Source: an optimization exercise on an open RTL-to-GDS flow (aim: small area, a short achievable clock period and few clock cycles). Production flows keep margins and buffers that such runs may drop.
The RTL was checked by simulation tests, not by an equivalence proof against the original design.
Power is estimated from default activity; no workload was simulated.

<file path="flow/config.mk">
export PLATFORM = sky130hd
export DESIGN_NAME = JAM
export DESIGN_NICKNAME = JAM
export VERILOG_FILES = /design/flow/design.v
export SDC_FILE = /design/flow/constraint.sdc
export NUM_CORES = 4
export LEC_CHECK = 0
export ABC_AREA = 1
export CAP_MARGIN = 20
export CORE_MARGIN = 2
export CORE_UTILIZATION = 60
export SETUP_SLACK_MARGIN = 2.0
export SLEW_MARGIN = 20
</file>
<file path="flow/constraint.sdc">
create_clock -name core_clock -period 6.0 [get_ports {CLK}]
set_input_delay 1.2000 -clock core_clock [delete_from_list [all_inputs] [get_ports {CLK}]]
set_output_delay 1.2000 -clock core_clock [all_outputs]
set_load 0.01 [all_outputs]
</file>
<file path="flow/design.v">
module JAM (
input CLK,
input RST,
output reg [2:0] W,
output reg [2:0] J,
input [6:0] Cost,
output reg [3:0] MatchCount,
output reg [9:0] MinCost,
output reg Valid );
localparam PRE = 2'd0, SRCH = 2'd2;
reg [1:0]  ph;
reg        qc;           
reg [2:0]  kd, jd;
reg        sk;           
reg [7:0]  Ud;           
reg [10:0] thr;          
reg [6:0]  rn;           
reg [6:0]  cf;           
reg        rowa, fina;   
reg [2:0]  Ws, Js;
reg [7:0]  Us;
reg [10:0] Xs;
reg        ss;           
reg        se;           
reg [9:0]  Tn;           
reg        found;
reg [2:0]  js [0:6];     
reg [10:0] X  [1:6];     
reg [2:0]  ord [0:7];    
reg [6:0]  r  [0:7];
reg [6:0]  c  [0:7];     
function [10:0] kadd;
    input [10:0] a, b;
    input        ci;
    reg   [10:0] g, p, gg, pp, cy;
    integer i, d;
    begin
        g = a & b;
        p = a ^ b;
        gg = g;
        pp = p;
        gg[0] = g[0] | (p[0] & ci);
        for (d = 1; d < 11; d = d * 2)
            for (i = 10; i >= d; i = i - 1) begin
                gg[i] = gg[i] | (pp[i] & gg[i-d]);
                pp[i] = pp[i] & pp[i-d];
            end
        cy = {gg[9:0], ci};
        kadd = p ^ cy;
    end
endfunction
function gt7;
    input [6:0] a, b;
    reg   [6:0] g, e;
    reg         g10, e10, g32, e32, g54, e54, g30, e30, g64;
    begin
        g = a & ~b;
        e = ~(a ^ b);
        g10 = g[1] | (e[1] & g[0]);  e10 = e[1] & e[0];
        g32 = g[3] | (e[3] & g[2]);  e32 = e[3] & e[2];
        g54 = g[5] | (e[5] & g[4]);  e54 = e[5] & e[4];
        g30 = g32 | (e32 & g10);
        g64 = g[6] | (e[6] & g54);   e30 = e32 & e10;
        gt7 = g64 | (e[6] & e54 & g30);
    end
endfunction
function [2:0] pe;        
    input [7:0] m;
    begin
        casez (m)
        8'b???????1: pe = 3'd0;
        8'b??????10: pe = 3'd1;
        8'b?????100: pe = 3'd2;
        8'b????1000: pe = 3'd3;
        8'b???10000: pe = 3'd4;
        8'b??100000: pe = 3'd5;
        8'b?1000000: pe = 3'd6;
        default:     pe = 3'd7;
        endcase
    end
endfunction
wire        hi   = |thr[10:7];
wire        le   = hi | ~gt7(Cost, thr[6:0]);
wire        lt   = hi | gt7(thr[6:0], Cost);
reg         dp, dl;      
wire        desc = dp & le;
wire        hit  = dl & le;
wire        impr = hit & lt;
wire [7:0]  Uc   = Ud | (8'd1 << jd);
wire [2:0]  fc   = pe(~Uc);
wire [2:0]  sf   = pe(~(Uc | (8'd1 << fc)));
wire [2:0]  kc   = kd + 3'd1;
wire [2:0]  oc   = ord[kc];
wire [2:0]  os   = (ph == PRE) ? Ws : ord[Ws];
wire [6:0]  r0   = r[ord[0]];
always @(*) begin
    if (desc) begin
        W = oc; J = fc;
    end else begin
        W = os; J = Js;
    end
end
function [10:0] add4c;          
    input [10:0] a, b, d;
    input [6:0]  k;
    input        c0;
    reg   [10:0] nk, s1, c1, s2, c2;
    begin
        nk = ~{4'd0, k};
        s1 = a ^ b ^ d;
        c1 = {((a & b) | (a & d) | (b & d)), c0};
        s2 = s1 ^ c1 ^ nk;
        c2 = (s1 & c1) | (s1 & nk) | (c1 & nk);
        add4c = kadd(s2, {c2[9:0], 1'b0}, 1'b1);
    end
endfunction
wire [10:0] thrc = add4c(thr, {4'd0, rn}, {4'd0, cf}, Cost, 1'b0);    
wire [10:0] Xc   = add4c(thr, {4'd0, rn}, {1'b1, Tn}, Cost, kd != 3'd7);
wire [6:0]  rc2  = (kd == 3'd6) ? 7'd0 : r[ord[kd + 3'd2]];
wire [6:0]  cc2  = c[sf];
wire [7:0]  sibm = ~Us & (8'hFE << Js);
wire        hs   = |sibm;
wire [2:0]  ka   = Ws - 3'd1;
wire [2:0]  ja   = js[ka];
wire [7:0]  Ua   = Us & ~(8'd1 << ja);
wire [7:0]  pma  = ~Ua & (8'hFE << ja);
wire        ha   = (Ws != 3'd0) & |pma;
wire [2:0]  kb   = Ws - 3'd2;
wire [2:0]  kx   = ha ? ka : kb;
wire [10:0] Xk   = (kx == 3'd0) ? {4'd0, r0} : X[kx];
wire [2:0]  jb   = js[kb];
wire [7:0]  Ub   = Ua & ~(8'd1 << jb);
wire [7:0]  pmb  = ~Ub & (8'hFE << jb);
wire        hb   = (Ws[2:1] != 2'd0) & |pmb;
reg [2:0]  nW, nJ;
reg [7:0]  nU;
reg [10:0] nX;
reg        nss, nse;
always @(*) begin
    nss = 1'b0; nse = 1'b0;
    nW = Ws; nJ = pe(sibm); nU = Us; nX = Xs;
    if (!hs) begin
        if (ha) begin
            nW = ka; nJ = pe(pma); nU = Ua; nX = Xk;
        end else begin
            nW = kb; nJ = hb ? pe(pmb) : jb; nU = Ub; nX = Xk;
            if (!hb) begin
                if (Ws[2:1] == 2'd0 || Ws == 3'd2) nse = 1'b1;
                else nss = 1'b1;
            end
        end
    end
end
wire [6:0]  cjs  = c[Js];
wire [10:0] Tx   = {1'b0, ~Tn};
wire [10:0] ts1  = Tx ^ Xs ^ {4'd0, cjs};
wire [10:0] tc1  = (Tx & Xs) | (Tx & {4'd0, cjs}) | (Xs & {4'd0, cjs});
wire [10:0] thrs = kadd(ts1, {tc1[9:0], 1'b0}, 1'b0);
wire [2:0]  fs   = pe(~(Us | (8'd1 << Js)));
wire [6:0]  rs1  = r[ord[Ws + 3'd1]];
wire [6:0]  cs1  = c[fs];
wire [6:0]  q     = {qc, Ws, Js};
wire        tlt   = Tn[6:0] < thr[6:0];
wire        teq   = Tn[6:0] == thr[6:0];
wire [6:0]  rowv  = (Js == 3'd2) ? Tn[6:0] : (tlt ? Tn[6:0] : thr[6:0]);
wire        rowe  = (Js == 3'd1) & (q >= 7'd9) & ~qc | (q == 7'd65);           
wire [6:0]  val   = Xs[6:0] - r[7];                        
wire        row0  = (q >= 7'd10) & (q <= 7'd17);
wire [6:0]  cmin  = row0 ? val : ((val < c[0]) ? val : c[0]);
wire        colp  = (q >= 7'd10);
wire [9:0]  madd  = (ph == SRCH) ? ~Tn : (rowa ? {3'd0, r[7]} : {3'd0, c[7]});
integer i;
wire [9:0]  sm    = {cf[2:0], rn};
wire        dup   = cf[3];
reg  [4:0]  sky [0:7];
always @(*) begin
    for (i = 0; i < 6; i = i + 1) sky[i] = {Ud[i], X[i+1][10:7]};
    sky[6] = {Ud[6], Xs[10:7]};
    sky[7] = {Ud[7], thr[10:7]};
end
wire [9:0]  rsum  = sm + {3'd0, Tn[6:0]};
wire [3:0]  sprd  = rsum[9:6] - rowv[6:3];               
wire        srt   = (q >= 7'd66) & (q <= 7'd73);         
wire        dupv  = (Js == 3'd2) ? 1'b0 : (tlt ? 1'b0 : (teq | dup));
always @(posedge CLK or posedge RST) begin
    if (RST) begin
        dp <= 1'b0;
        dl <= 1'b0;
        ph <= PRE;
        qc <= 1'b0;
        sk <= 1'b1;
        Ws <= 3'd0;
        Js <= 3'd0;
        Valid <= 1'b0;
    end else if (!Valid) begin
        case (ph)
        PRE: begin
            sk <= 1'b0;
            dp <= 1'b0;
            dl <= 1'b0;
            {qc, Ws, Js} <= {qc, Ws, Js} + 7'd1;
            if (q == 7'd74) begin
                ph <= SRCH;
                sk <= 1'b1;
                Ws <= 3'd0;
                Js <= 3'd0;
            end
        end
        default: begin
            dp <= 1'b0;
            dl <= 1'b0;
            if (desc) begin
                sk <= 1'b0;
                dp <= (kc != 3'd7);
                dl <= (kc == 3'd7);
                if (kd != 3'd6) begin
                    Ws <= kc; Js <= sf;
                end
            end else if (impr) begin
                sk <= 1'b1;
            end else if (se) begin
                if (found | hit) Valid <= 1'b1;
                else begin
                    sk <= 1'b1;
                    Ws <= 3'd0;
                    Js <= 3'd0;
                end
            end else begin
                sk <= ss;
                dp <= ~ss & (Ws != 3'd7);
                dl <= ~ss & (Ws == 3'd7);
                Ws <= nW; Js <= nJ;
            end
        end
        endcase
    end
end
reg [4:0] skn [0:7];
always @(posedge CLK) begin
    if (ph == PRE) begin
        thr[6:0] <= rowv;
        {cf[2:0], rn} <= (Js == 3'd2) ? {3'd0, Tn[6:0]} : rsum;
        cf[3] <= dupv;
    end else if (desc) begin
        kd <= kc; jd <= fc;
        thr[6:0] <= thrc[6:0]; rn <= rc2; cf <= cc2;
    end else begin
        kd <= Ws; jd <= Js;
        thr[6:0] <= thrs[6:0]; rn <= rs1; cf <= cs1;
    end
end
always @(posedge CLK) begin
    if (!Valid) begin
        case (ph)
        PRE: begin
            found <= 1'b0;
            if (!sk && q != 7'd74) begin
                Tn[6:0] <= Cost;
                for (i = 1; i < 6; i = i + 1) X[i][6:0] <= X[i+1][6:0];
                X[6][6:0] <= Tn[6:0];
                Us[6:0] <= X[1][6:0];
                Xs[6:0] <= Us[6:0];
                for (i = 0; i < 7; i = i + 1) c[i] <= c[i+1];
                c[7] <= colp ? cmin : c[0];
                if (rowe) begin
                    for (i = 0; i < 7; i = i + 1) begin
                        r[i] <= r[i+1];
                        skn[i] = sky[i+1];
                        ord[i] <= ord[i+1];
                    end
                    r[7] <= rowv;
                    skn[7] = {~dupv, sprd};
                    ord[7] <= Ws - 3'd1;
                end else begin
                    for (i = 0; i < 8; i = i + 1) skn[i] = sky[i];
                end
                if (srt) begin
                    for (i = 0; i < 7; i = i + 1)
                        if ((i % 2) == q[0] && sky[i] < sky[i+1]) begin
                            skn[i] = sky[i+1]; skn[i+1] = sky[i];
                            ord[i] <= ord[i+1]; ord[i+1] <= ord[i];
                        end
                end
                if (rowe || srt) begin
                    for (i = 0; i < 6; i = i + 1) begin
                        Ud[i] <= skn[i][4];
                        X[i+1][10:7] <= skn[i][3:0];
                    end
                    Ud[6] <= skn[6][4];
                    Xs[10:7] <= skn[6][3:0];
                    Ud[7] <= skn[7][4];
                    thr[10:7] <= skn[7][3:0];
                end
            end
            rowa <= (Js == 3'd1) & (q >= 7'd9) & (q <= 7'd65);
            fina <= (q >= 7'd66);
            if (rowa || fina)
                MinCost <= ((q == 7'd10) ? 10'd0 : MinCost) + madd;
            if (q == 7'd74) begin
                Tn <= ~10'd15;
                Us <= 8'd0;
                Xs <= {4'd0, r0};
                ss <= 1'b0;
                se <= 1'b0;
            end
        end
        default: begin
            if (hit) begin
                found <= 1'b1;
                MatchCount <= (lt | ~found) ? 4'd1 : MatchCount + 4'd1;
                if (lt) Tn <= Xc[9:0];
            end
            if (desc) begin
                Ud <= Uc; thr[10:7] <= thrc[10:7];
                js[kd] <= jd;
                if (kd != 3'd6) X[kc] <= Xc;
                if (kd != 3'd6) begin
                    Us <= Uc; Xs <= Xc; ss <= 1'b0; se <= 1'b0;
                end
            end else if (impr) begin
            end else if (se) begin
                if (!(found | hit)) begin
                    Tn <= {Tn[8:0], 1'b0};
                    Us <= 8'd0;
                    Xs <= {4'd0, r0};
                    ss <= 1'b0;
                    se <= 1'b0;
                end else begin
                    MinCost <= MinCost + madd;
                end
            end else begin
                Ud <= Us; thr[10:7] <= thrs[10:7];
                Us <= nU; Xs <= nX; ss <= nss; se <= nse;
            end
        end
        endcase
    end
end
endmodule
</file>
<file path="flow/run.sh">
#!/bin/bash
# synth_recipe.tcl (not shown) runs the flow's synth.tcl, then flattens the netlist and writes it again
# the make line also repeats each setting of config.mk as NAME=value (left out here)
make -C /OpenROAD-flow-scripts/flow DESIGN_CONFIG=/design/flow/config.mk WORK_HOME=/design/flow/orfs CLKGATE_MAP_FILE= SYNTH_SCRIPT=/design/flow/synth_recipe.tcl finish
</file>
==> results.sh, run 1 <==
export IMPL_drv_cap=0
export IMPL_use_met3_pct=15.4
export IMPL_portBuffers=29
export IMPL_grt_pass1_vias=24600
export IMPL_slowest_delay_ps=240
export IMPL_setup_viol=0
export IMPL_nets=3512
export IMPL_synth_avg_cell_area_um2=8.00
export IMPL_first_pass_iters=10
export IMPL_die_width_um=211
export IMPL_maxSlewViolCount=0
export IMPL_clockBufferDepth=3
export IMPL_min_path_cells=0
export IMPL_clock_sinks=343
export IMPL_grt_busiest_layer="met2"
export IMPL_clock_root_buffer="clkbuf_16"
export IMPL_cp_arrival_ps=2900
export IMPL_critPathSlowestCell="a31o_4"
export IMPL_viasPerCell=6.74
export IMPL_core_area_um2=42000
export IMPL_grtUsageMet2_pct=65.9
export IMPL_placed_area_um2=26400
export IMPL_vdd_drop_max_mv=0.496
export IMPL_cts_buffers=42
export IMPL_grt_antenna_before_repair=1
export IMPL_tritoncts="done"
export IMPL_r2r_cells=13
export IMPL_mostFrequentLayoutCell="nand2_1"
export IMPL_die_h_um=211
export IMPL_drt_total_wl_um=100000
export IMPL_drc_errors=0
export IMPL_final_area_um2=29700
export IMPL_start_util_pct=60.9
export IMPL_io_pins=30
export IMPL_worstPathCellList="buf_12 -> inv_6 -> ha_4 -> a31o_4 -> nand3_2 -> nand2_2 -> nand3_2 -> nand3_4 -> nand2_4 -> nand2_8 -> inv_8 -> buf_12 -> nor2_2 -> a31oi_4 -> buf_6"
export IMPL_use_met1_pct=55.6
export IMPL_cts_reportedPaths_clkPinSlew_ps=60
export IMPL_clk_latency_ps=620
export IMPL_final_cell_mix="nand2_1 (666), inv_1 (470), edfxtp_1 (313), o21ai_0 (280), nand3_1 (218)"
export IMPL_grt_max_degree=57
export IMPL_grt_setup_unrepaired="yes"
export IMPL_fmax_mhz=244
export IMPL_cp_max_fo=3
export IMPL_grt_use_total_pct=44.2
export IMPL_grt_first_pass_wirelength_um=147000
export IMPL_row_count=75
export IMPL_hp_class="reg -> reg"
export IMPL_cts_htree_levels=2
export IMPL_fin_skew_ps=45.8
export IMPL_synth_area_leaders="edfxtp_1 (37%), nand2_1 (10%), ha_1 (7.4%), inv_1 (7.3%), o21ai_0 (6.0%)"
export IMPL_async_flop_share_pct=3.50
export IMPL_dieArea_um2=44300
export IMPL_layout_drive_gt1_share_pct=13.0
export IMPL_routabilityCongestion=1.09
export IMPL_ys_flop_type="edfxtp_1"
export IMPL_hold_start="c[7][4]$_DFFE_PP_"
export IMPL_syn_to_final_growth_pct=16.1
export IMPL_crit_type="in -> out"
export IMPL_cp_start_kind="input pin"
export IMPL_synthesis_area_um2=25600
export IMPL_critPathTopFamily="simple AND/OR/NAND/NOR gates"
export IMPL_synth_edf_count=313
export IMPL_synth_nets=3402
export IMPL_crit_buf_inv=5
export IMPL_yosys_area_top_type_share_pct=36.7
export IMPL_num_vias=26200
export IMPL_post_route_period_util_pct=68.3
export IMPL_drtIter0Drc=4451
export IMPL_hold_buffers=0
export IMPL_endpoint_kind="primary output"
export IMPL_fin_tns_setup_ps=0
export IMPL_synth_cell_type_count=63
export IMPL_detail_route_wl_per_cell_um=25.8
export IMPL_min_to="c[6][4]$_DFFE_PP_"
export IMPL_period_minus_slack_ps=4100
export IMPL_overflow=0
export IMPL_netlist_instances=3201
export IMPL_cp_required_ps=4800
export IMPL_synth_top_cell_by_area="edfxtp_1"
export IMPL_cp_startpoint="Cost[1]"
export IMPL_power_leakage_uw=0.0130
export IMPL_power_density_nw_per_um2=555
export IMPL_detail_route_antenna_nets=0
export IMPL_ys_seq_elements=343
export IMPL_hold_viol=0
export IMPL_r2r_end="Tn[3]$_DFFE_PP_"
export IMPL_synth_seq_area_share_pct=39.3
export IMPL_dp_final_hpwl_um=70700
export IMPL_reg2reg_slack_ps=1920
export IMPL_ys_warn_count=6
export IMPL_outcome="finished clean"
export IMPL_slew_limit_headroom_pct=25.4
export IMPL_final_core_util_pct=70.7
export IMPL_r2r_start="Tn[1]$_DFFE_PP_"
export IMPL_tightestPinTransition_ps=1120
## metal layers
metal | wire length [um] | vias up
li1 | - | 11300
met1 | 34900 | 12200
met2 | 42800 | 2259
met3 | 15600 | 490
met4 | 6750 | 6
met5 | 184 | -
## report_power, final
part           switching [uW]  total, uW  internal [uW]
Combinational            6580       9660           3080
Clock                    1100       2650           1550
Sequential                620       4200           3580
## metrics by stage
step           hold WS (ps)  setup slack (ps)  power, uW  std cells
2_1_floorplan           426              1980       9330       3201
3_3_place_gp            433               476      12400       3710
3_5_place_dp            435               465      12500       3710
4_1_cts                 446              1900      15600       3837
5_1_grt                 449              1760      17100       3883
6_report                441              1900      16500       3884
## cell type report
type	instances	area (um2)
Clock inverter	24	268
Fill cell	3224	12300
Antenna cell	1	2.50
Clock buffer	53	1120
Sequential cell	343	10100
Multi-Input combinational cell	2250	14100
Timing Repair Buffer	166	1520
Timing Repair inverter	1	8.76
Tap cell	539	674
Inverter	507	1980
## worst max-delay path by stage
stage                       end  slack, ps  cells after the start
2_1_floorplan              J[0]       1980                     14
3_3_place_gp               J[0]        480                     15
3_5_place_dp               J[0]        460                     15
4_1_cts                    J[0]       1900                      8
5_1_grt        thr[9]$_DFFE_PP_       1760                     24
6_report                   J[0]       1900                     15
## what timing repair did
| item | in CTS | in global routing |
|---|---|---|
| pin swaps | 25 | 57 |
| setup endpoints to repair | 246 | 120 |
| resized for setup | 209 | 123 |
| cloned | 4 | 1 |
| setup buffers | 46 | 45 |
## registers in the layout, indices dropped and copies added, names as in the netlist, 10 cells and up
signal and flops:
Xs 11, MinCost 10, ord 24, c 56, X 87, thr 11
js 21, Tn 10, r 56
## cell families after synthesis
kind of cell             Yosys count  synth area share (%)
adder cells (fa/ha/maj)          192                  10.6
flip-flops                       343                  39.3
AO/OA/AOI/OAI                    783                  18.7
AND/OR/NAND/NOR                 1221                  20.1
XOR/XNOR                          52                  1.84
buffers and inverters            610                  9.42
## synth_stat cells, types with 5 or more instances
| cell type | count |
|---|---|
| dfrtp_1 | 11 |
| nand3_1 | 223 |
| o31ai_1 | 9 |
| inv_1 | 496 |
| dfxtp_1 | 18 |
| edfxtp_1 | 313 |
| nand4_1 | 10 |
| buf_2 | 12 |
| or2_2 | 7 |
| o21ai_1 | 5 |
| a22oi_1 | 9 |
| o221ai_1 | 54 |
| o21ai_0 | 306 |
| a21boi_0 | 5 |
| fa_1 | 41 |
| nand2_2 | 10 |
| xor2_1 | 35 |
| nand2_4 | 6 |
| o21a_1 | 13 |
| a221oi_1 | 19 |
| nor4_1 | 10 |
| xnor2_1 | 15 |
| a31oi_1 | 13 |
| nand2_1 | 680 |
| a2111oi_0 | 6 |
| o211ai_1 | 49 |
| buf_1 | 5 |
| o22ai_1 | 85 |
| a31o_2 | 7 |
| nor2_1 | 226 |
| buf_6 | 8 |
| o2111ai_1 | 17 |
| nor3_1 | 29 |
| o21bai_1 | 8 |
| clkinv_1 | 6 |
| nand3_2 | 9 |
| a21oi_1 | 141 |
| buf_4 | 8 |
| a211oi_1 | 12 |
| clkbuf_1 | 69 |
| ha_1 | 151 |
## worst reg2reg max path, stage by stage, from the launching register on
cell      delay (ps)
edfxtp_1         550
fa_1             540
inv_1             50
fa_1             530
inv_1            100
ha_1             280
nand2_1           60
nand2_1           60
a21oi_1           90
xnor2_1          690
inv_1            500
nand2_1          220
nand3_1          140
o21ai_0          120
Testbench counts, summed over its fixed seeds: cycles 5,693.
==> run 2, diff against run 1 <==
--- a/flow/config.mk
+++ b/flow/config.mk
@@ -10,3 +10,3 @@
 export CORE_MARGIN = 2
-export CORE_UTILIZATION = 60
+export CORE_UTILIZATION = 65
 export SETUP_SLACK_MARGIN = 2.0
==> run 2 against run 1 <==
Register-to-register slack got worse by 40 ps. Hold slack improved by 8.5 ps. Clock skew fell by 4.8 ps. Combinational power rose by 2.2%. Via count rose by 2.0%. Cell area fell by 1.4%. Utilization rose by 4.9 points. Power rose by 1.0%. Count of clock-buffer cells in the layout fell by 5. Maximum frequency fell by 0.52%. Critical endpoint is now thr[10]$_DFFE_PP_. Largest cell class unchanged. Largest power group unchanged.
==> results.sh, run 2 <==
export IMPL_ys_warn_count=6
export IMPL_yosys_area_top_type_share_pct=36.7
export IMPL_critPathTopFamily="compound AO/OA/AOI/OAI gates"
export IMPL_min_path_cells=0
export IMPL_cts_htree_levels=2
export IMPL_die_h_um=202
export IMPL_fmax_mhz=243
export IMPL_ys_flop_type="edfxtp_1"
export IMPL_io_pins=30
export IMPL_grt_max_degree=57
export IMPL_critPathSlowestCell="edfxtp_1"
export IMPL_multiInputGateArea_um2=13900
export IMPL_period_minus_slack_ps=4120
export IMPL_setup_viol=0
export IMPL_clockBufferDepth=3
export IMPL_tritoncts="done"
export IMPL_grt_setup_unrepaired="yes"
export IMPL_grt_use_total_pct=47.4
export IMPL_synthesis_area_um2=25600
export IMPL_pwr_share_seq_pct=25.2
export IMPL_syn_to_final_growth_pct=14.4
export IMPL_synth_nets=3402
export IMPL_drt_total_wl_um=101000
export IMPL_post_route_period_util_pct=68.7
export IMPL_core_area_um2=38700
export IMPL_critical_path_most_common_cell="nand2_1"
export IMPL_reg_top3="X (87), c (56), r (56)"
export IMPL_min_to="c[6][6]$_DFFE_PP_"
export IMPL_endpoint_kind="register"
export IMPL_hold_viol=0
export IMPL_cp_startpoint="Tn[5]$_DFFE_PP_"
export IMPL_mostFrequentLayoutCell="nand2_1"
export IMPL_vdd_drop_max_mv=0.452
export IMPL_num_vias=26700
export IMPL_row_count=72
export IMPL_r2r_cells=20
export IMPL_grt_pass1_vias=25100
export IMPL_final_cell_mix="nand2_1 (669), inv_1 (471), edfxtp_1 (313), o21ai_0 (282), nand3_1 (219)"
export IMPL_drc_errors=0
export IMPL_clock_sinks=343
export IMPL_viasPerCell=6.94
export IMPL_cp_start_kind="register"
export IMPL_combPwrFrac_pct=59.2
export IMPL_hold_start="c[7][6]$_DFFE_PP_"
export IMPL_p_int_uw=8160
export IMPL_synth_cell_type_count=63
export IMPL_ys_seq_elements=343
export IMPL_drtIter0Drc=4970
export IMPL_cp_required_ps=6350
export IMPL_portBuffers=29
export IMPL_netlist_instances=3201
export IMPL_outcome="finished clean"
export IMPL_reg2reg_slack_ps=1880
export IMPL_fin_skew_ps=41.0
export IMPL_overflow=0
export IMPL_power_leakage_uw=0.0129
export IMPL_grt_antenna_before_repair=8
export IMPL_hp_class="reg -> reg"
export IMPL_regArea_um2=10100
export IMPL_hold_buffers=0
export IMPL_dieArea_um2=41000
export IMPL_top_register="X"
export IMPL_detail_route_wl_per_cell_um=26.2
export IMPL_layout_drive_gt1_share_pct=12.3
export IMPL_synth_seq_area_share_pct=39.3
export IMPL_cts_buffers=41
export IMPL_switching_share_pct=51.1
export IMPL_fin_tns_setup_ps=0
export IMPL_synthTopCellsByCount="nand2_1 (680), inv_1 (496), edfxtp_1 (313), o21ai_0 (306), nor2_1 (226)"
export IMPL_die_width_um=202
export IMPL_worstPathCellList="ha_1 -> nand2_1 -> nor2_1 -> a211oi_1 -> o21a_1 -> nor2_2 -> inv_1 -> nand2_1 -> o21ai_0 -> ha_1 -> nand2_1 -> nand2_1 -> a31oi_1 -> inv_1 -> xor2_1 -> nand2_1 -> nand2_1 -> nor2_1 -> o21ai_0 -> nand2_1"
export IMPL_async_flop_share_pct=3.50
export IMPL_maxSlewViolCount=0
export IMPL_antenna_cells=0
export IMPL_p_clk_share_pct=15.6
export IMPL_synth_area_leaders="edfxtp_1 (37%), nand2_1 (10%), ha_1 (7.4%), inv_1 (7.3%), o21ai_0 (6.0%)"
export IMPL_synth_top_cell_by_area="edfxtp_1"
export IMPL_cp_arrival_ps=4470
export IMPL_clock_root_buffer="clkbuf_16"
export IMPL_grt_first_pass_wirelength_um=147000
export IMPL_fillers=2711
export IMPL_switchingPower_uw=8520
export IMPL_r2r_start="Tn[5]$_DFFE_PP_"
export IMPL_cts_reportedPaths_clkPinSlew_ps=70
export IMPL_crit_type="reg -> reg"
export IMPL_start_util_pct=66.1
export IMPL_detail_route_antenna_nets=0
export IMPL_nets=3503
export IMPL_routabilityCongestion=1.07
export IMPL_largest_reg_flops=87
export IMPL_first_pass_iters=11
export IMPL_synth_avg_cell_area_um2=8.00
export IMPL_slew_limit_headroom_pct=21.4
export IMPL_hold_slack_ps=449
export IMPL_dp_final_hpwl_um=70000
export IMPL_cp_max_fo=9
export IMPL_tightestPinTransition_ps=1180
export IMPL_drv_cap=0
export IMPL_synth_most_common_cell="nand2_1"
export IMPL_slowest_delay_ps=700
export IMPL_power_density_nw_per_um2=569
export IMPL_synth_edf_count=313
export IMPL_clk_latency_ps=620
export IMPL_crit_buf_inv=2
export IMPL_r2r_end="thr[10]$_DFFE_PP_"
## run 2: cell type report
class / instances / share of cell area [%]
Timing Repair Buffer: 158 / 4.73
Inverter: 507 / 6.70
Sequential cell: 343 / 34.4
Multi-Input combinational cell: 2250 / 47.4
Tap cell: 518 / 2.21
Clock buffer: 48 / 3.59
Timing Repair inverter: 1 / 0.0213
Clock inverter: 27 / 0.965
## run 2: cell families (layout without fill, tap and decap cells)
logic type      Yosys count  in the layout  share of synthesized area [%]
compound gates          783            785                           18.7
xor+xnor                 52             52                           1.84
fa+ha+maj               192            192                           10.6
buf+inv                 610            741                           9.42
flops                   343            343                           39.3
simple gates           1221           1221                           20.1
## run 2: per-layer routing
| layer | routed length [um] | global-route usage [%] |
|---|---|---|
| met5 | 102 | 0 |
| met4 | 7770 | 26.6 |
| met3 | 17300 | 18.3 |
| met2 | 42800 | 71.4 |
| met1 | 32900 | 58.5 |
## run 2: power groups by stage
stage	Combinational [uW]	Clock [uW]	Sequential [uW]
detailed placement	8320	0	4180
global route	10200	2660	4250
CTS	8840	2560	4150
floorplan	5380	0	3950
finish	9870	2610	4200
global placement	8100	0	4170
## run 2: how the worst max path moves through the flow
| stage | slack (ps) | depth (start not counted) | to |
|---|---|---|---|
| after floorplan | 1980 | 14 | J[0] |
| after global placement | 550 | 15 | J[0] |
| after detailed placement | 480 | 15 | J[0] |
| after CTS | 1890 | 16 | W[0] |
| after global routing | 1720 | 23 | thr[9]$_DFFE_PP_ |
| final | 1880 | 20 | thr[10]$_DFFE_PP_ |
## run 2: what timing repair did
action	4_1_cts	5_1_grt
setup buffers	54	33
gates resized for setup	192	100
pin swaps	21	34
cloned	3	2
hold endpoints to repair	0	0
endpoints found under the setup margin	261	122
## run 2: per-stage QoR
stage                     setup WS [ps]  instance area (um2)  power (uW)  instances  utilization [%]
after floorplan                    1980                25600        9330       3201                -
after global placement              550                26400       12300       3685             68.1
after detailed placement            478                26400       12500       3685             68.1
after CTS                          1890                28700       15600       3817             74.1
after global routing               1720                29300       17100       3852             75.6
final                              1880                29300       16700       3852             75.6
## run 2: worst register-to-register path, cell delays in order, from the launching register on
cell and delay, ps:
edfxtp_1 700, ha_1 350, nand2_1 90, nor2_1 50, a211oi_1 410, o21a_1 260, nor2_2 110, inv_1 260
nand2_1 100, o21ai_0 130, ha_1 330, nand2_1 90, nand2_1 70, a31oi_1 180, inv_1 90, xor2_1 190
nand2_1 70, nand2_1 80, nor2_1 70, o21ai_0 160, nand2_1 80
==> run 3, diff against run 2 <==
--- a/flow/design.v
+++ b/flow/design.v
@@ -118,4 +118,2 @@
 wire [10:0] Xc   = add4c(thr, {4'd0, rn}, {1'b1, Tn}, Cost, kd != 3'd7);
-wire [6:0]  rc2  = (kd == 3'd6) ? 7'd0 : r[ord[kd + 3'd2]];
-wire [6:0]  cc2  = c[sf];
 wire [7:0]  sibm = ~Us & (8'hFE << Js);
@@ -159,4 +157,5 @@
 wire [2:0]  fs   = pe(~(Us | (8'd1 << Js)));
-wire [6:0]  rs1  = r[ord[Ws + 3'd1]];
-wire [6:0]  cs1  = c[fs];
+wire [2:0]  rnx  = desc ? ord[kd + 3'd2] : ord[Ws + 3'd1];
+wire [6:0]  rnn  = (desc && kd == 3'd6) ? 7'd0 : r[rnx];
+wire [6:0]  cfn  = c[desc ? sf : fs];
 wire [6:0]  q     = {qc, Ws, Js};
@@ -245,6 +244,6 @@
         kd <= kc; jd <= fc;
-        thr[6:0] <= thrc[6:0]; rn <= rc2; cf <= cc2;
+        thr[6:0] <= thrc[6:0]; rn <= rnn; cf <= cfn;
     end else begin
         kd <= Ws; jd <= Js;
-        thr[6:0] <= thrs[6:0]; rn <= rs1; cf <= cs1;
+        thr[6:0] <= thrs[6:0]; rn <= rnn; cf <= cfn;
     end
--- a/flow/config.mk
+++ b/flow/config.mk
@@ -10,3 +10,3 @@
 export CORE_MARGIN = 2
-export CORE_UTILIZATION = 65
+export CORE_UTILIZATION = 60
 export SETUP_SLACK_MARGIN = 2.0
==> run 3 against run 2 <==
Still clean. Final cell count down 0.31%. Clock skew down 18 ps. Area after synthesis down 2.0%. Sequential share of layout area down 0.22 points. Clock power about the same. Critical endpoint is now rn[0]$_DFF_P_. Largest cell class unchanged.
==> results.sh, run 3 <==
export IMPL_outcome="finished clean"
export IMPL_cp_start_kind="register"
export IMPL_layout_drive_gt1_share_pct=11.4
export IMPL_drtIter0Drc=3684
export IMPL_tritoncts="done"
export IMPL_nets=3477
export IMPL_syn_to_final_growth_pct=14.7
export IMPL_fin_tns_setup_ps=0
export IMPL_core_area_um2=41000
export IMPL_clk_latency_ps=600
export IMPL_netlist_instances=3161
export IMPL_tightestPinTransition_ps=1130
export IMPL_grt_pass1_vias=23600
export IMPL_overflow=0
export IMPL_crit_type="reg -> reg"
export IMPL_grt_use_total_pct=42.3
export IMPL_synth_avg_cell_area_um2=7.94
export IMPL_grt_busiest_layer="met2"
export IMPL_cts_buffers=40
export IMPL_synth_most_common_cell="nand2_1"
export IMPL_synth_seq_area_share_pct=39.1
export IMPL_yosys_area_top_type_share_pct=36.5
export IMPL_vdd_drop_max_mv=0.264
export IMPL_detail_route_antenna_nets=0
export IMPL_first_pass_iters=8
export IMPL_reg_top3="X (79), c (56), r (56)"
export IMPL_clock_root_buffer="clkbuf_16"
export IMPL_synth_top_cell_by_area="edfxtp_1"
export IMPL_dp_final_hpwl_um=67600
export IMPL_synth_area_leaders="edfxtp_1 (37%), nand2_1 (11%), ha_1 (7.5%), inv_1 (7.4%), o21ai_0 (6.1%)"
export IMPL_ys_seq_elements=335
export IMPL_slew_limit_headroom_pct=24.3
export IMPL_grt_max_degree=81
export IMPL_power_leakage_uw=0.0127
export IMPL_clockBufferDepth=3
export IMPL_top_register="X"
export IMPL_maxSlewViolCount=0
export IMPL_ys_warn_count=6
export IMPL_routabilityCongestion=1.06
export IMPL_synth_cell_type_count=67
export IMPL_async_flop_share_pct=3.58
export IMPL_use_met3_pct=10.1
export IMPL_detail_route_wl_per_cell_um=24.4
export IMPL_fillers=3266
export IMPL_cts_reportedPaths_clkPinSlew_ps=60
export IMPL_start_util_pct=61.2
export IMPL_cts_htree_levels=2
export IMPL_use_met1_pct=53.4
export IMPL_cp_max_fo=29
export IMPL_clock_sinks=335
export IMPL_die_width_um=208
export IMPL_synth_edf_count=305
export IMPL_grt_first_pass_wirelength_um=139000
export IMPL_hp_class="reg -> reg"
export IMPL_io_pins=30
export IMPL_largest_reg_flops=79
export IMPL_drc_errors=0
export IMPL_grtUsageMet2_pct=65.4
export IMPL_cp_arrival_ps=4720
export IMPL_hold_viol=0
export IMPL_synth_nets=3362
export IMPL_dieArea_um2=43500
export IMPL_ys_flop_type="edfxtp_1"
export IMPL_viasPerCell=6.52
export IMPL_cp_required_ps=6530
export IMPL_post_route_period_util_pct=69.8
export IMPL_num_vias=25000
export IMPL_fin_skew_ps=23.4
export IMPL_portBuffers=29
export IMPL_synthesis_area_um2=25100
export IMPL_endpoint_kind="register"
export IMPL_setup_viol=0
export IMPL_die_h_um=208
export IMPL_period_minus_slack_ps=4190
export IMPL_final_cell_mix="nand2_1 (727), inv_1 (471), edfxtp_1 (305), o21ai_0 (290), nor2_1 (204)"
export IMPL_mostFrequentLayoutCell="nand2_1"
export IMPL_row_count=74
export IMPL_synthTopCellsByCount="nand2_1 (743), inv_1 (493), o21ai_0 (308), edfxtp_1 (305), nor2_1 (215)"
export IMPL_drv_cap=0
export IMPL_grt_setup_unrepaired="yes"
export IMPL_grt_antenna_before_repair=1
export IMPL_hold_slack_ps=448
export IMPL_fmax_mhz=239
export IMPL_power_density_nw_per_um2=182
export IMPL_drt_total_wl_um=93700
[run 3: layout make-up]
class	count	area (um2)	area share [%]
repair buffers	164	1370	4.77
diodes	1	2.50	0.00870
inverters	509	1980	6.88
well taps	532	666	2.31
multi-input cells	2226	13600	47.2
flip-flops and latches	335	9830	34.2
clock buffers	43	1010	3.52
clock inverters	30	335	1.17
[run 3: cell families after synthesis]
family,after synthesis,synth area share (%)
xor+xnor,52,1.92
simple gates,1238,20.9
compound gates,741,17.8
mux,1,0.0399
fa+ha+maj,192,10.8
buf+inv,602,9.40
flops,335,39.1
[run 3: final timing paths]
path	start	to	slack [ps]	depth (start not counted)
min in group asynchronous	RST	Valid$_DFF_PP0_	1000	2
worst min register to register	r[5][5]$_DFFE_PP_	r[4][5]$_DFFE_PP_	450	0
worst max-delay path	Ws[0]$_DFFE_PP0P_	rn[0]$_DFF_P_	1810	18
worst max register to register	Ws[0]$_DFFE_PP0P_	rn[0]$_DFF_P_	1810	18
max in group asynchronous	RST	Ws[2]$_DFFE_PP0P_	4540	2
worst min-delay path	r[5][5]$_DFFE_PP_	r[4][5]$_DFFE_PP_	450	0
[run 3: repair_timing]
item,in CTS,in global routing
resized for setup,168,72
buffers inserted,55,45
hold buffers,0,0
pin swaps,30,30
gates cloned,2,0
endpoints found under the setup margin,360,170
[run 3: worst max-delay path, cell delays in order (launching register included)]
cell and delay, ps:
dfrtp_1 390, buf_4 400, ha_1 330, ha_1 320
inv_1 150, nand2_1 110, o22ai_1 210, a21oi_1 70
nand4_1 100, o21ai_0 150, o21ai_0 840, nand2_1 210
nor2_1 230, inv_1 160, o21ai_0 190, nor2_1 70
nand2_1 50, nand2_1 70, nand2_1 60
[run 3: per-layer routing]
layer / routed length [um] / vias up / part of all wire [%]
li1: - / 11000 / -
met1: 33700 / 11700 / 36
met2: 41000 / 1860 / 44
met3: 11900 / 426 / 13
met4: 7200 / 0 / 7.7
met5: 0 / - / 0
[run 3: per-stage QoR]
stage	cells	area, um2	power, uW	setup WS [ps]	utilization, %
3_3_place_gp	3664	26000	2680	576	63.3
4_1_cts	3794	28100	5210	1910	68.5
2_1_floorplan	3161	25200	2630	1970	-
6_report	3840	28800	5240	1810	70.2
5_1_grt	3839	28800	5340	1640	70.1
3_5_place_dp	3664	26000	2680	550	63.3
[run 3: report_power, final]
| group | switching (uW) | internal [uW] | leakage [uW] | total [uW] |
|---|---|---|---|---|
| combinational | 101 | 46.1 | 0.00931 | 147 |
| sequential | 0 | 2510 | 0.00269 | 2510 |
| clock | 1090 | 1490 | 0.000657 | 2580 |
Testbench counts of run 3, summed over its fixed seeds: cycles 5,693.
==> run 4, diff against run 3 <==
--- a/flow/design.v
+++ b/flow/design.v
@@ -157,3 +157,3 @@
 wire [2:0]  fs   = pe(~(Us | (8'd1 << Js)));
-wire [2:0]  rnx  = desc ? ord[kd + 3'd2] : ord[Ws + 3'd1];
+wire [2:0]  rnx  = ord[desc ? kd + 3'd2 : Ws + 3'd1];
 wire [6:0]  rnn  = (desc && kd == 3'd6) ? 7'd0 : r[rnx];
==> run 4 against run 3 <==
Sequential power barely moved. Cell area decreased by 0.75%. Maximum frequency rose by 3.4%. First-iteration DRC count shrank 1.7%. Non-clock buffer count down 7. Critical path depth fell by 10. Clock skew decreased by 1.2 ps. Global-route usage fell by 0.77 points. Via count decreased by 1.8%. Setup slack better by 140 ps. Combinational power fell by 13%. Area after synthesis down 1.2%.
==> results.sh, run 4 <==
export IMPL_synthSimpleGateAreaFrac_pct=20.7
export IMPL_mostFrequentLayoutCell="nand2_1"
export IMPL_fin_tns_setup_ps=0
export IMPL_io_pins=30
export IMPL_switching_share_pct=22.1
export IMPL_grt_use_total_pct=41.5
export IMPL_final_area_um2=28600
export IMPL_grt_antenna_before_repair=2
export IMPL_grt_first_pass_wirelength_um=136000
export IMPL_layout_drive_gt1_share_pct=12.3
export IMPL_period_minus_slack_ps=4050
export IMPL_nets=3393
export IMPL_final_cell_mix="nand2_1 (680), inv_1 (401), edfxtp_1 (308), o21ai_0 (299), nor2_1 (215)"
export IMPL_cts_htree_levels=2
export IMPL_synth_nets=3300
export IMPL_synth_area_leaders="edfxtp_1 (37%), nand2_1 (11%), ha_1 (7.6%), o21ai_0 (6.4%), inv_1 (6.4%)"
export IMPL_p_int_uw=4030
export IMPL_fin_ws_ps=1950
export IMPL_power_density_nw_per_um2=181
export IMPL_instances_no_fill=3755
export IMPL_synth_avg_cell_area_um2=8.00
export IMPL_clock_sinks=338
export IMPL_detail_route_antenna_nets=0
export IMPL_start_util_pct=60.7
export IMPL_tritoncts="done"
export IMPL_endpoint_kind="primary output"
export IMPL_placed_cells=3602
export IMPL_cp_arrival_ps=2850
export IMPL_viasPerCell=6.55
export IMPL_core_area_um2=40800
export IMPL_row_count=74
export IMPL_grt_max_degree=107
export IMPL_synth_edf_count=308
export IMPL_dp_final_hpwl_um=65800
export IMPL_netlist_instances=3100
export IMPL_first_pass_iters=11
export IMPL_synth_top_cell_by_area="edfxtp_1"
export IMPL_drc_errors=0
export IMPL_grt_pass1_vias=23100
export IMPL_antenna_cells=0
export IMPL_cp_required_ps=4800
export IMPL_detail_route_wl_per_cell_um=24.5
export IMPL_outcome="finished clean"
export IMPL_top_register="X"
export IMPL_placed_area_um2=25700
export IMPL_synth_compound_area_share_pct=18.1
export IMPL_die_width_um=207
export IMPL_slew_limit_headroom_pct=21.6
export IMPL_synth_most_common_cell="nand2_1"
export IMPL_syn_to_final_growth_pct=15.2
export IMPL_drv_cap=0
export IMPL_synthTopCellsByCount="nand2_1 (704), inv_1 (424), o21ai_0 (318), edfxtp_1 (308), nor2_1 (232)"
export IMPL_die_h_um=207
export IMPL_synth_xor_area_share_pct=1.48
export IMPL_cts_reportedPaths_clkPinSlew_ps=60
export IMPL_clockBufferDepth=3
export IMPL_synth_seq_area_share_pct=40.0
export IMPL_pwr_share_seq_pct=49.0
export IMPL_yosys_area_top_type_share_pct=37.3
export IMPL_setup_viol=0
export IMPL_ys_flop_type="edfxtp_1"
export IMPL_overflow=0
export IMPL_clock_root_buffer="clkbuf_16"
export IMPL_cp_max_fo=12
export IMPL_switchingPower_uw=1140
export IMPL_largest_reg_flops=82
export IMPL_post_route_period_util_pct=67.5
export IMPL_async_flop_share_pct=3.55
export IMPL_cts_buffers=39
export IMPL_ys_warn_count=6
export IMPL_fmax_mhz=247
export IMPL_fin_skew_ps=22.3
export IMPL_tightestPinTransition_ps=1170
export IMPL_synthMuxAreaShare_pct=0
export IMPL_combPwrFrac_pct=2.5
export IMPL_vdd_drop_max_mv=0.194
export IMPL_drt_total_wl_um=92000
export IMPL_p_clk_share_pct=48.5
export IMPL_hold_viol=0
export IMPL_crit_type="reg -> out"
export IMPL_drtIter0Drc=3622
export IMPL_cp_start_kind="register"
export IMPL_clk_latency_ps=580
export IMPL_power_leakage_uw=0.0123
export IMPL_synth_top_family_by_area="simple AND/OR/NAND/NOR gates"
export IMPL_maxSlewViolCount=0
export IMPL_hp_class="reg -> reg"
export IMPL_grt_setup_unrepaired="yes"
export IMPL_synth_cell_type_count=64
export IMPL_reg_top3="X (82), c (56), r (56)"
export IMPL_dp_slack_ps=609
export IMPL_synthesis_area_um2=24800
export IMPL_ys_seq_elements=338
export IMPL_portBuffers=29
export IMPL_routabilityCongestion=1.06
export IMPL_num_vias=24600
export IMPL_dieArea_um2=43000
export IMPL_synth_adder_area_share_pct=10.9
[run 4: worst max-delay path, stage by stage (launching register included)]
cell        delay [ps]
edfxtp_1           510
ha_1               290
ha_4               400
clkinvlp_4         150
nand2_1            130
o22ai_1             90
o41ai_1            370
o311ai_1           160
buf_2              180
[run 4: worst paths after layout]
check	startpoint	endpoint	slack (ps)	cells past startpoint
min	r[3][6]$_DFFE_PP_	r[2][6]$_DFFE_PP_	450	0
max reg2reg	Js[0]$_DFFE_PP0P_	thr[10]$_DFFE_PP_	1960	26
max	kd[0]$_DFFE_PP_	W[1]	1950	8
max in group asynchronous	RST	Ws[2]$_DFFE_PP0P_	4600	2
min reg2reg	r[3][6]$_DFFE_PP_	r[2][6]$_DFFE_PP_	450	0
min in group asynchronous	RST	ph[1]$_DFFE_PP0P_	980	2
[run 4: power groups by stage]
stage | Combinational (uW) | Sequential [uW] | Clock, uW
floorplan | 61.0 | 2590 | 0
global placement | 109 | 2590 | 0
detailed placement | 110 | 2590 | 0
CTS | 115 | 2540 | 2500
global route | 137 | 2530 | 2590
finish | 128 | 2530 | 2510
[run 4: stage by stage]
step                hold slack [ps]  utilization [%]  total power (uW)
floorplan                       426                -              2650
global placement                431             62.8              2690
detailed placement              433             62.8              2700
CTS                             446             67.7              5150
global route                    458             69.9              5270
finish                          446             69.9              5170
[run 4: area by class of cell]
cell class / count / area [um2]
fillers: 3251 / 12300
repair buffers: 157 / 1390
multi-input cells: 2210 / 13500
clock inverters: 19 / 213
well taps: 532 / 666
inverters: 447 / 1750
flip-flops and latches: 338 / 9920
clock buffers: 52 / 1090
[run 4: what timing repair did]
item / in CTS / in global routing
cloned: 2 / 0
setup endpoints to repair: 191 / 108
hold buffers: 0 / 0
gates resized for setup: 178 / 118
pin swaps: 27 / 48
buffers inserted: 31 / 48
[run 4: kinds of logic after synthesis]
| kind of cell | after synthesis |
|---|---|
| fa+ha+maj | 191 |
| xor+xnor | 42 |
| simple gates | 1217 |
| buf+inv | 554 |
| compound gates | 758 |
| flops | 338 |
[run 4: layer usage]
| metal | routed length [um] | global-route usage [%] | vias to the layer above |
|---|---|---|---|
| li1 | - | - | 10900 |
| met1 | 33100 | 52.7 | 11400 |
| met2 | 40300 | 63.6 | 1845 |
| met3 | 11200 | 10.0 | 441 |
| met4 | 7430 | 26.9 | 0 |
| met5 | 0 | 0 | - |
Testbench counts of run 4, summed over its fixed seeds: cycles 5,693.

static timing again, ports no longer ideal:
Ports are ideal in the flow. The routed layouts listed here were re-timed in OpenROAD. Step 1 assumes that a clkbuf_16 drives the clock port and a buf_2 every other input. Step 2 times the ports against the registers' clock, not the clock port: input delays grow and output delays shrink by t, the midpoint of the rising clock arrivals with the driver on. a / b / c = ideal ports / drivers / drivers and shift; a / b = the first two.
run | t, ns | setup slack, ns | hold slack, ns | worst register clock-pin slew, ns | cell pins on the clock port's net
run 1 | 0.657 | 1.900 / 1.838 / 1.449 | 0.441 / 0.441 / 0.441 | 0.07 / 0.07 | 1
run 2 | 0.657 | 1.879 / 1.854 / 1.365 | 0.449 / 0.449 / 0.449 | 0.07 / 0.07 | 1
run 3 | 0.649 | 1.810 / 1.798 / 1.338 | 0.448 / 0.448 / 0.448 | 0.07 / 0.07 | 1
run 4 | 0.629 | 1.949 / 1.890 / 1.544 | 0.446 / 0.446 / 0.446 | 0.07 / 0.07 | 1
After both steps setup and hold are still met in every run listed. The setup slack of run 2, which loses most, moves by -0.025 ns with the drivers and by -0.514 ns with both steps.
